From an optimization exercise on the open Yosys and OpenROAD flow, aimed at small area, a short achievable clock period and few clock cycles; shortcuts taken in it are not production practice. Function was checked by simulation only, so behaviour that the tests miss may differ from the original. Power and IR drop assume default switching activity.

## the reference run
## LASER
module LASER (
input CLK,
input RST,
input [3:0] X,
input [3:0] Y,
output reg [3:0] C1X,
output reg [3:0] C1Y,
output reg [3:0] C2X,
output reg [3:0] C2Y,
output reg DONE
);
Settings: LEC_CHECK=0, ABC_AREA=1, CAP_MARGIN=20, CORE_MARGIN=2, CORE_UTILIZATION=55, CTS_CLUSTER_DIAMETER=100, CTS_CLUSTER_SIZE=26, SLEW_MARGIN=20; clock period 13.0 ns.
standard.sh (not shown) runs the stock make flow with config.mk's settings and CLKGATE_MAP_FILE= SYNTH_SCRIPT=/design/flow/synth_recipe.tcl, a recipe that flattens the netlist after the stock synthesis.
==> flow/flow/run.sh <==
#!/bin/bash
# The standard layout (the standard.sh), except that
#  * synthesis swaps in cell netlists for the per-point blocks and the
#    adders (swap.tcl), and
#  * ORFS's timing repair (after floorplan, CTS and global routing) works
#    towards a setup slack of MARGIN ns at the design's clock period,
#    instead of only to a slack of 0, so that it sizes up the cells of the
#    longest paths.
set -euo pipefail
MARGIN=9.25
here=$(cd "$(dirname "$0")" && pwd)
work=$(dirname "$here")
cd "$work"
sed "s#^make -C #make SYNTH_CANONICALIZE_TCL=$here/swap.tcl SETUP_SLACK_MARGIN=$MARGIN MATCH_CELL_FOOTPRINT=0 -C #" standard.sh > swapped_standard.sh
grep -q "SYNTH_CANONICALIZE_TCL=" swapped_standard.sh
bash swapped_standard.sh > make.log 2>&1
Other scripts of this flow, unchanged in this note and not shown: flow/flow/gates.v, flow/flow/swap.tcl
Testbench counts of the reference run, summed over its fixed seeds: cycles 11,144.
Input changes introduced in the trial run (baseline for comparison: the reference run):
diff --git a/flow/flow/run.sh b/flow/flow/run.sh
--- a/flow/flow/run.sh
+++ b/flow/flow/run.sh
@@ -8,5 +8,5 @@
 #    longest paths.
 set -euo pipefail
-MARGIN=9.25
+MARGIN=9.35
 here=$(cd "$(dirname "$0")" && pwd)
 work=$(dirname "$here")
diff --git a/flow/config.mk b/flow/config.mk
--- a/flow/config.mk
+++ b/flow/config.mk
@@ -9,6 +9,6 @@
 export CAP_MARGIN = 20
 export CORE_MARGIN = 2
-export CORE_UTILIZATION = 55
+export CORE_UTILIZATION = 40
 export CTS_CLUSTER_DIAMETER = 100
-export CTS_CLUSTER_SIZE = 26
+export CTS_CLUSTER_SIZE = 22
 export SLEW_MARGIN = 20
## What came out
[compare] base=the reference run new=the trial run: clock network fraction of total power went up 1.7 points; combined area of all synthesized cells now sits at about the same level. Summary of the trial run over the reference run: leakage power summed over all cells grew by 0.54 nW, peak ir drop on the vdd network shrank by about 18%. Compared with the reference run, in the trial run largest stage delay on the critical path saw an increase; HPWL after detailed placement went up about 4%; global-route met1 utilization decreased 13 points. Non-clock buffer count delta for the trial run relative to the reference run: about 36% higher.


Starting RTL as in the previous note.
export LEC_CHECK = 0
export ABC_AREA = 0
export CAP_MARGIN = 20
export CORE_MARGIN = 2
export CORE_UTILIZATION = 40
export CTS_CLUSTER_DIAMETER = 100
export CTS_CLUSTER_SIZE = 22
export SLEW_MARGIN = 20
create_clock -name core_clock -period 13.0 [get_ports {CLK}]
==> flow/flow/run.sh <==
#!/bin/bash
# The standard layout (the standard.sh), except that
#  * synthesis swaps in cell netlists for the per-point blocks and the
#    adders (swap.tcl), and
#  * ORFS's timing repair (after floorplan, CTS and global routing) works
#    towards a setup slack of MARGIN ns at the design's clock period,
#    instead of only to a slack of 0, so that it sizes up the cells of the
#    longest paths.
set -euo pipefail
MARGIN=9.2
here=$(cd "$(dirname "$0")" && pwd)
work=$(dirname "$here")
cd "$work"
sed "s#^make -C #make SYNTH_CANONICALIZE_TCL=$here/swap.tcl SETUP_SLACK_MARGIN=$MARGIN MATCH_CELL_FOOTPRINT=0 -C #" standard.sh > swapped_standard.sh
grep -q "SYNTH_CANONICALIZE_TCL=" swapped_standard.sh
bash swapped_standard.sh > make.log 2>&1
Other scripts of this flow, unchanged in this note and not shown: flow/flow/gates.v, flow/flow/swap.tcl
The first run ran to the end with no violations.
Testbench counts at the start, summed over its fixed seeds: cycles 11,144.
Rerun with:
- ABC_AREA: 0 -> 1
- CORE_UTILIZATION: 40 -> 60
=>
- final cell count shrinks by 2.5%
- sequential cell count stays the same
- wire length is lower by 2.8%
- utilization went up by 22 points
- die area goes down by 33%
- power came out lower by 3.0%
- count of clock-buffer cells in the layout goes down by 2
- clock power shrinks by about 7%
- area after synthesis falls by 0.76%
Rerun with:
- CORE_UTILIZATION: 60 -> 40
What happened:
- total power went up by a few percent
- core utilization fell by 23 points
- hold slack got worse by 0.0038 ns
- die area went up by well over a third
- wire length came out higher by a few percent
- final cell count goes up by a few percent
- via count went down by a few percent

## re-timing with driven ports
The results above use ideal ports. As a check the final layouts listed here were re-extracted and re-timed, cells and wires unchanged. Step 1, drivers: a clkbuf_16 drives CLK and a buf_2 each remaining input, both assumed. Step 2 times the ports against the registers' clock, not the clock port: input delays grow and output delays shrink by t, the midpoint of the rising clock arrivals with the driver on. Slacks: ideal ports / drivers / drivers and shift; pairs: ideal ports / drivers.
| run | t, ns | setup slack, ns | worst register clock-pin slew, ns | cell pins on the clock port's net |
|---|---|---|---|---|
| the reference run | 0.693 | 9.196 / 9.135 / 8.730 | 0.11 / 0.11 | 1 |
| the trial run | 0.719 | 9.194 / 9.117 / 8.808 | 0.10 / 0.10 | 1 |
| the first run of note 2 | 0.744 | 8.344 / 8.344 / 8.344 | 0.10 / 0.10 | 1 |
| the second run of note 2 | 0.685 | 9.154 / 9.147 / 8.758 | 0.10 / 0.10 | 1 |
| the third run of note 2 | 0.736 | 9.115 / 9.100 / 8.662 | 0.10 / 0.10 | 1 |
After both steps every run listed still meets setup and hold. For the reference run, which loses most, drivers alone change the setup slack by -0.061 ns; drivers and shift together by -0.466 ns.
